What follows belongs to an exercise in optimizing a design on an open flow for small area; a production flow would make more cautious choices. Function was checked by simulation only, so behaviour that the tests miss may differ from the original. The flow treats the clock pin as an ideal source, which a real chip does not have.

==> cedar: inputs <==
## vga_top
module vga_top(ClkPort, BtnR, BtnC, BtnU, BtnD,
	vga_h_sync, vga_v_sync, vga_r, vga_g, vga_b,
	An0, An1, An2, An3,
	Ca, Cb, Cc, Cd, Ce, Cf, Cg, Dp);
Settings: LEC_CHECK=0, ABC_AREA=1, CAP_MARGIN=20, CORE_MARGIN=2, CORE_UTILIZATION=40, PLACE_DENSITY=0.6, SLEW_MARGIN=20; clock period 20.0 ns.
standard.sh (not shown) runs the stock make flow with config.mk's settings and CLKGATE_MAP_FILE= SYNTH_SCRIPT=/design/flow/synth_recipe.tcl, a recipe that flattens the netlist after the stock synthesis.
==> flow/flow/run.sh <==
#!/bin/bash
# Own layout flow: the standard ORFS flow (standard.sh) with changes that
# only affect how the layout is made:
#  - synthesis maps all logic, adders included, with an area-oriented ABC
#    script (flow/abc_area.script) instead of first mapping adders to
#    half/full-adder cells; yosys's own passes, and so the registers, are
#    those of the standard synthesis;
#  - ports are buffered with the smallest buffer;
#  - clock tree synthesis uses clkbuf_8 buffers and no dummy loads, and then
#    (flow/post_cts.tcl) leaf buffers that drive at most 9 flip-flops are
#    downsized to clkbuf_4.
# Each tool's output stays in orfs/logs; make's own output goes to flow_make.log.
set -euo pipefail
here=$(pwd)
rm -rf "$here/scripts_local"
cp -r "$FLOW_HOME/scripts" "$here/scripts_local"
cp "$here/flow/abc_area.script" "$here/scripts_local/abc_area.script"
bash "$here/standard.sh" "SCRIPTS_DIR=$here/scripts_local" \
	"ADDER_MAP_FILE=" "MIN_BUF_CELL_AND_PORTS=sky130_fd_sc_hd__buf_1 A X" \
	"BUFFER_PORTS_ARGS=-buffer_cell sky130_fd_sc_hd__buf_1" \
	"CTS_ARGS=-sink_clustering_enable -repair_clock_nets -dont_use_dummy_load -sink_clustering_size 30 -sink_clustering_max_diameter 100 -buf_list sky130_fd_sc_hd__clkbuf_8" \
	"POST_CTS_TCL=$here/flow/post_cts.tcl" "CLK_DOWNSIZE_FANOUT=9" \
	finish > "$here/flow_make.log" 2>&1
==> flow/flow/abc_area.script <==
strash
&get -n
&deepsyn -T 180
&put
dch -f
amap
topo
==> flow/flow/post_cts.tcl <==
# Clock tree leaf buffers that drive only a few flip-flops are downsized to
# clkbuf_4, which keeps their clock pins' slew well inside the limit; then
# the placement is legalized again.
set n 0
foreach inst [get_cells clkbuf_*] {
  if {[get_property $inst ref_name] != "sky130_fd_sc_hd__clkbuf_8"} { continue }
  set o [get_pins -of_objects $inst -filter "direction==output"]
  set loads [expr {[llength [get_pins -of_objects [get_nets -of_objects $o]]] - 1}]
  set leaf 1
  foreach p [get_pins -of_objects [get_nets -of_objects $o]] {
    if {[get_property $p direction] == "input" && [string match "clkbuf_*" [get_full_name [get_cells -of_objects $p]]]} { set leaf 0 }
  }
  if {$leaf && $loads <= $::env(CLK_DOWNSIZE_FANOUT)} {
    puts "downsizing [get_full_name $inst] ($loads loads)"
    replace_cell $inst sky130_fd_sc_hd__clkbuf_4
    incr n
  }
}
puts "downsized $n clock buffers"
if {$n > 0} { detailed_placement }
==> garnet (differences from cedar) <==
--- a/flow/design.v
+++ b/flow/design.v
@@ -86,16 +86,12 @@
 		end
 	wire hs = (cx1 == 3'd4 && cx0 >= 8'd89) || (cx1 == 3'd5 && cx0 <= 8'd42);
 	always @(posedge clk)
 		vs <= (cy == 490) || (cy == 491);
 	assign vga_h_sync = ~hs;
 	assign vga_v_sync = ~vs;
-	reg started;
-	always @(posedge clk, posedge rst)
-		if (rst) started <= 0;
-		else started <= 1'b1;
 	reg [1:0] xs;       
 	reg [2:0] w1;       
 	reg [7:0] w0;
 	reg shc;            
 	reg [1:0] os;       
 	reg [31:0] lc;      
@@ -117,56 +113,55 @@
 	wire [2:0] icx = 3'd7 - w1 - h;           
 	wire [2:0] ic = (icx >= 3'd5) ? icx - 3'd5 : icx;
 	wire adv = (w0 == thr);                   
 	wire at230 = (w0 == thr + 8'd1);
 	always @(posedge clk, posedge rst)
 		if (rst) begin
-			xs <= 0; shc <= 0;
+			xs <= 0; w1 <= 3'd0; w0 <= 8'd69; shc <= 0;
 		end else if (tick_x) case (xs)
-			2'd0: if (BtnC) xs <= 2'd1;
+			2'd0: begin
+				w1 <= 3'd0; w0 <= 8'd69;
+				if (BtnC) xs <= 2'd1;
+			end
 			2'd1: begin
 				if (q_Lose) xs <= 2'd2;
+				if (w1 == 3'd0 && w0 == 8'd8) begin
+					w1 <= 3'd4; w0 <= 8'd141;
+				end else if (w0 == 8'd0) begin
+					w1 <= w1 - 1'b1; w0 <= 8'd141;
+				end else
+					w0 <= w0 - 1'b1;
 				shc <= at230;
 			end
 			default: if (BtnD) xs <= 2'd0;
 		endcase
-	always @(posedge clk)
-		if (!started || (tick_x && xs == 2'd0)) begin
-			w1 <= 3'd0; w0 <= 8'd69;
-		end else if (tick_x && xs == 2'd1) begin
-			if (w1 == 3'd0 && w0 == 8'd8) begin
-				w1 <= 3'd4; w0 <= 8'd141;
-			end else if (w0 == 8'd0) begin
-				w1 <= w1 - 1'b1; w0 <= 8'd141;
-			end else
-				w0 <= w0 - 1'b1;
-		end
 	wire restart = tick_x && (xs == 2'd0) && (ic != 3'd2);
 	wire step = tick_x && (xs == 2'd1) && adv;
 	wire chg = restart || step;
 	wire [2:0] icw = restart ? 3'd4 : (ic >= 3'd2) ? ic - 3'd2 : ic + 3'd3;
 	wire rise = restart ? 1'b0 : ((ic == 3'd0) || (ic == 3'd2));
 	always @(posedge clk, posedge rst)
 		if (rst) begin
-			lf <= 0; pend <= 0;
+			sc0 <= 0; sc1 <= 0; sc2 <= 0; sc3 <= 0; sc4 <= 0; lf <= 0; pend <= 0;
 		end else begin
 			pend <= chg & rise;
 			if (pend) lf <= (lf[3] && lf[1] && lf[0]) ? 4'd0 : lf + 1'b1;    
+			if (chg) case (icw)
+				3'd0: sc0 <= lf;
+				3'd1: sc1 <= lf;
+				3'd2: sc2 <= lf;
+				3'd3: sc3 <= lf;
+				default: sc4 <= lf;
+			endcase
 		end
-	always @(posedge clk) begin
-		if (!started || (chg && icw == 3'd0)) sc0 <= lf;
-		if (!started || (chg && icw == 3'd1)) sc1 <= lf;
-		if (!started || (chg && icw == 3'd2)) sc2 <= lf;
-		if (!started || (chg && icw == 3'd3)) sc3 <= lf;
-		if (!started || (chg && icw == 3'd4)) sc4 <= lf;
-	end
 	wire fly = tick_fly && (fs == 2'd1) && !q_Lose;
 	wire a_up = fly && BtnU && (a != 8'd1);                  
 	wire a_dn = fly && !a_up && BtnD && (a != 8'd155);
-	always @(posedge clk)
-		if (!started || (tick_fly && fs == 2'd0)) a <= 8'd55;
+	always @(posedge clk, posedge rst)
+		if (rst) a <= 8'd55;
+		else if (tick_fly && fs == 2'd0) a <= 8'd55;
 		else a <= a + {{7{a_up}}, a_up | a_dn};
 	always @(posedge clk, posedge rst)
 		if (rst) fs <= 0;
 		else if (tick_fly) case (fs)
 			2'd0: if (BtnC) fs <= 2'd1;
 			2'd1: if (q_Lose) fs <= 2'd2;
@@ -211,13 +206,13 @@
 	always @(posedge clk)
 		gz <= ccond;
 	always @(posedge clk, posedge rst)
 		if (rst) begin
 			d0 <= 0; d1 <= 0; d2 <= 0; th <= 0;
 		end else begin
-			if (ccond && !gz && started) begin
+			if (ccond && !gz) begin
 				if (th && d1[1] && d0[1] && d0[0]) begin    
 					th <= 0; d1 <= 0; d0 <= 0;
 				end else if (!(d0[3] && d0[0])) d0 <= d0 + 1'b1;    
 				else begin
 					d0 <= 0;
 					if (!(d1[3] && d1[0])) d1 <= d1 + 1'b1;
Settings changed: CORE_UTILIZATION 40 to 65, PLACE_DENSITY 0.6 to 0.75.
==> sierra (differences from cedar) <==
--- a/flow/design.v
+++ b/flow/design.v
@@ -86,16 +86,12 @@
 		end
 	wire hs = (cx1 == 3'd4 && cx0 >= 8'd89) || (cx1 == 3'd5 && cx0 <= 8'd42);
 	always @(posedge clk)
 		vs <= (cy == 490) || (cy == 491);
 	assign vga_h_sync = ~hs;
 	assign vga_v_sync = ~vs;
-	reg started;
-	always @(posedge clk, posedge rst)
-		if (rst) started <= 0;
-		else started <= 1'b1;
 	reg [1:0] xs;       
 	reg [2:0] w1;       
 	reg [7:0] w0;
 	reg shc;            
 	reg [1:0] os;       
 	reg [31:0] lc;      
@@ -117,62 +113,62 @@
 	wire [2:0] icx = 3'd7 - w1 - h;           
 	wire [2:0] ic = (icx >= 3'd5) ? icx - 3'd5 : icx;
 	wire adv = (w0 == thr);                   
 	wire at230 = (w0 == thr + 8'd1);
 	always @(posedge clk, posedge rst)
 		if (rst) begin
-			xs <= 0; shc <= 0;
+			xs <= 0; w1 <= 3'd0; w0 <= 8'd69; shc <= 0;
 		end else if (tick_x) case (xs)
-			2'd0: if (BtnC) xs <= 2'd1;
+			2'd0: begin
+				w1 <= 3'd0; w0 <= 8'd69;
+				if (BtnC) xs <= 2'd1;
+			end
 			2'd1: begin
 				if (q_Lose) xs <= 2'd2;
+				if (w1 == 3'd0 && w0 == 8'd8) begin
+					w1 <= 3'd4; w0 <= 8'd141;
+				end else if (w0 == 8'd0) begin
+					w1 <= w1 - 1'b1; w0 <= 8'd141;
+				end else
+					w0 <= w0 - 1'b1;
 				shc <= at230;
 			end
 			default: if (BtnD) xs <= 2'd0;
 		endcase
-	always @(posedge clk)
-		if (!started || (tick_x && xs == 2'd0)) begin
-			w1 <= 3'd0; w0 <= 8'd69;
-		end else if (tick_x && xs == 2'd1) begin
-			if (w1 == 3'd0 && w0 == 8'd8) begin
-				w1 <= 3'd4; w0 <= 8'd141;
-			end else if (w0 == 8'd0) begin
-				w1 <= w1 - 1'b1; w0 <= 8'd141;
-			end else
-				w0 <= w0 - 1'b1;
-		end
 	wire restart = tick_x && (xs == 2'd0) && (ic != 3'd2);
 	wire step = tick_x && (xs == 2'd1) && adv;
 	wire chg = restart || step;
 	wire [2:0] icw = restart ? 3'd4 : (ic >= 3'd2) ? ic - 3'd2 : ic + 3'd3;
 	wire rise = restart ? 1'b0 : ((ic == 3'd0) || (ic == 3'd2));
 	always @(posedge clk, posedge rst)
 		if (rst) begin
-			lf <= 0; pend <= 0;
+			sc0 <= 0; sc1 <= 0; sc2 <= 0; sc3 <= 0; sc4 <= 0; lf <= 0; pend <= 0;
 		end else begin
 			pend <= chg & rise;
 			if (pend) lf <= (lf[3] && lf[1] && lf[0]) ? 4'd0 : lf + 1'b1;    
+			if (chg) case (icw)
+				3'd0: sc0 <= lf;
+				3'd1: sc1 <= lf;
+				3'd2: sc2 <= lf;
+				3'd3: sc3 <= lf;
+				default: sc4 <= lf;
+			endcase
 		end
-	always @(posedge clk) begin
-		if (!started || (chg && icw == 3'd0)) sc0 <= lf;
-		if (!started || (chg && icw == 3'd1)) sc1 <= lf;
-		if (!started || (chg && icw == 3'd2)) sc2 <= lf;
-		if (!started || (chg && icw == 3'd3)) sc3 <= lf;
-		if (!started || (chg && icw == 3'd4)) sc4 <= lf;
-	end
-	wire fly = tick_fly && (fs == 2'd1) && !q_Lose;
-	wire a_up = fly && BtnU && (a != 8'd1);                  
-	wire a_dn = fly && !a_up && BtnD && (a != 8'd155);
-	always @(posedge clk)
-		if (!started || (tick_fly && fs == 2'd0)) a <= 8'd55;
-		else a <= a + {{7{a_up}}, a_up | a_dn};
 	always @(posedge clk, posedge rst)
-		if (rst) fs <= 0;
-		else if (tick_fly) case (fs)
-			2'd0: if (BtnC) fs <= 2'd1;
-			2'd1: if (q_Lose) fs <= 2'd2;
+		if (rst) begin
+			fs <= 0; a <= 8'd55;
+		end else if (tick_fly) case (fs)
+			2'd0: begin
+				a <= 8'd55;
+				if (BtnC) fs <= 2'd1;
+			end
+			2'd1: begin
+				if (q_Lose) fs <= 2'd2;
+				else if (BtnU && a != 8'd1) a <= a - 1'b1;      
+				else if (BtnD && a != 8'd155) a <= a + 1'b1;
+			end
 			default: if (BtnC) fs <= 2'd0;
 		endcase
 	function ycond;
 		input [2:0] j;
 		input [7:0] a;
 		case (j)
@@ -211,13 +207,13 @@
 	always @(posedge clk)
 		gz <= ccond;
 	always @(posedge clk, posedge rst)
 		if (rst) begin
 			d0 <= 0; d1 <= 0; d2 <= 0; th <= 0;
 		end else begin
-			if (ccond && !gz && started) begin
+			if (ccond && !gz) begin
 				if (th && d1[1] && d0[1] && d0[0]) begin    
 					th <= 0; d1 <= 0; d0 <= 0;
 				end else if (!(d0[3] && d0[0])) d0 <= d0 + 1'b1;    
 				else begin
 					d0 <= 0;
 					if (!(d1[3] && d1[0])) d1 <= d1 + 1'b1;
==> flow/flow/run.sh (replaced) <==
#!/bin/bash
# Own layout flow: the standard ORFS flow (standard.sh) with changes that
# only affect how the layout is made:
#  - synthesis maps the logic with an area-oriented ABC script
#    (flow/abc_area.script); yosys's own passes, and so the registers, are
#    those of the standard synthesis;
#  - ports are buffered with the smallest buffer;
#  - clock tree synthesis uses clkbuf_8 buffers and no dummy loads.
# Each tool's output stays in orfs/logs; make's own output goes to flow_make.log.
set -euo pipefail
here=$(pwd)
rm -rf "$here/scripts_local"
cp -r "$FLOW_HOME/scripts" "$here/scripts_local"
cp "$here/flow/abc_area.script" "$here/scripts_local/abc_area.script"
bash "$here/standard.sh" "SCRIPTS_DIR=$here/scripts_local" \
	"BUFFER_PORTS_ARGS=-buffer_cell sky130_fd_sc_hd__buf_1" \
	"CTS_ARGS=-sink_clustering_enable -repair_clock_nets -dont_use_dummy_load -sink_clustering_size 30 -sink_clustering_max_diameter 100 -buf_list sky130_fd_sc_hd__clkbuf_8" \
	finish > "$here/flow_make.log" 2>&1
==> flow/flow/abc_area.script (replaced) <==
strash
&get -n
&deepsyn -T 180
&dch -f
&nf -R 1000
&put
topo
removed: flow/flow/post_cts.tcl
==> notes.md <==
	cedar	sierra	garnet
Result of the run	no timing/DRC/antenna violations	no timing/DRC/antenna violations	no timing/DRC/antenna violations
Min-Delay Startpoint	lc[0]$_DFF_P_	lc[0]$_DFF_P_	fs[1]$_DFFE_PP0P_
Area of the mapped netlist	8302 sq um	9859 sq um	8451 sq um
Fin Clk Skew	0.03621 ns	0.03272 ns	0.03021 ns
Final worst path period share	52.47%	48.24%	50.88%
Detailed-routing wirelength on met1	9.854 mm	11.22 mm	9.344 mm
Fin Hold WS	0.4645 ns	0.4805 ns	0.4500 ns
DRT Wirelength	21.02 mm	21.93 mm	21.15 mm
Met1 usage	26.95%	24.93%	42.48%
Non-filler cells in the finished layout	1410	1439	1360
Final layout net count	1147	1255	1195
Most common cell type on the critical path	sky130_fd_sc_hd__nor2_1	-	sky130_fd_sc_hd__nor2_1
Area of combinational cells with multiple inputs	4069 sq um	5867 sq um	4255 sq um
Critical Path AT	10.82 ns	10.03 ns	10.49 ns
Average wire length per cell after detail routing	14.91 um	15.24 um	15.55 um
Fraction of synthesized cell area taken by the top area cell type	19.89%	24.37%	28.43%
Number of optimization iterations in the first detailed-route pass	7	5	7
Simple-gate area share of the yosys netlist	22.58%	18.60%	24.70%
Sequential cells	149	148	148
Routability Congestion	0.9343	0.8723	0.9623
Detailed Place HPWL	16.11 mm	16.89 mm	16.06 mm
Initial Utilization	40.90%	40.66%	66.69%

-- re-timing with driven ports --
How much do the figures lean on ideal ports? The routed layouts below were timed once more, with nothing changed but the port constraints.
Step 1, drivers: a clkbuf_16 drives ClkPort and a buf_2 each remaining input, both assumed.
Step 2 times the ports against the registers' clock, not the clock port: input delays grow and output delays shrink by t, the midpoint of the rising clock arrivals with the driver on.
a / b / c = ideal ports / drivers / drivers and shift; a / b = the first two.
run | shift t [ns] | slack for setup (ns) | worst setup path at the end | latest minus earliest clock arrival (ns) | worst register clock-pin slew, ns
cedar | 0.471 | 9.505 / 9.505 / 9.505 | register to register | 0.036 / 0.036 | 0.10 / 0.10
garnet | 0.472 | 9.824 / 9.824 / 9.824 | register to register | 0.030 / 0.030 | 0.10 / 0.10
sierra | 0.485 | 10.351 / 10.351 / 10.351 | register to register | 0.042 / 0.041 | 0.10 / 0.10
After both steps setup and hold are still met in every run listed.
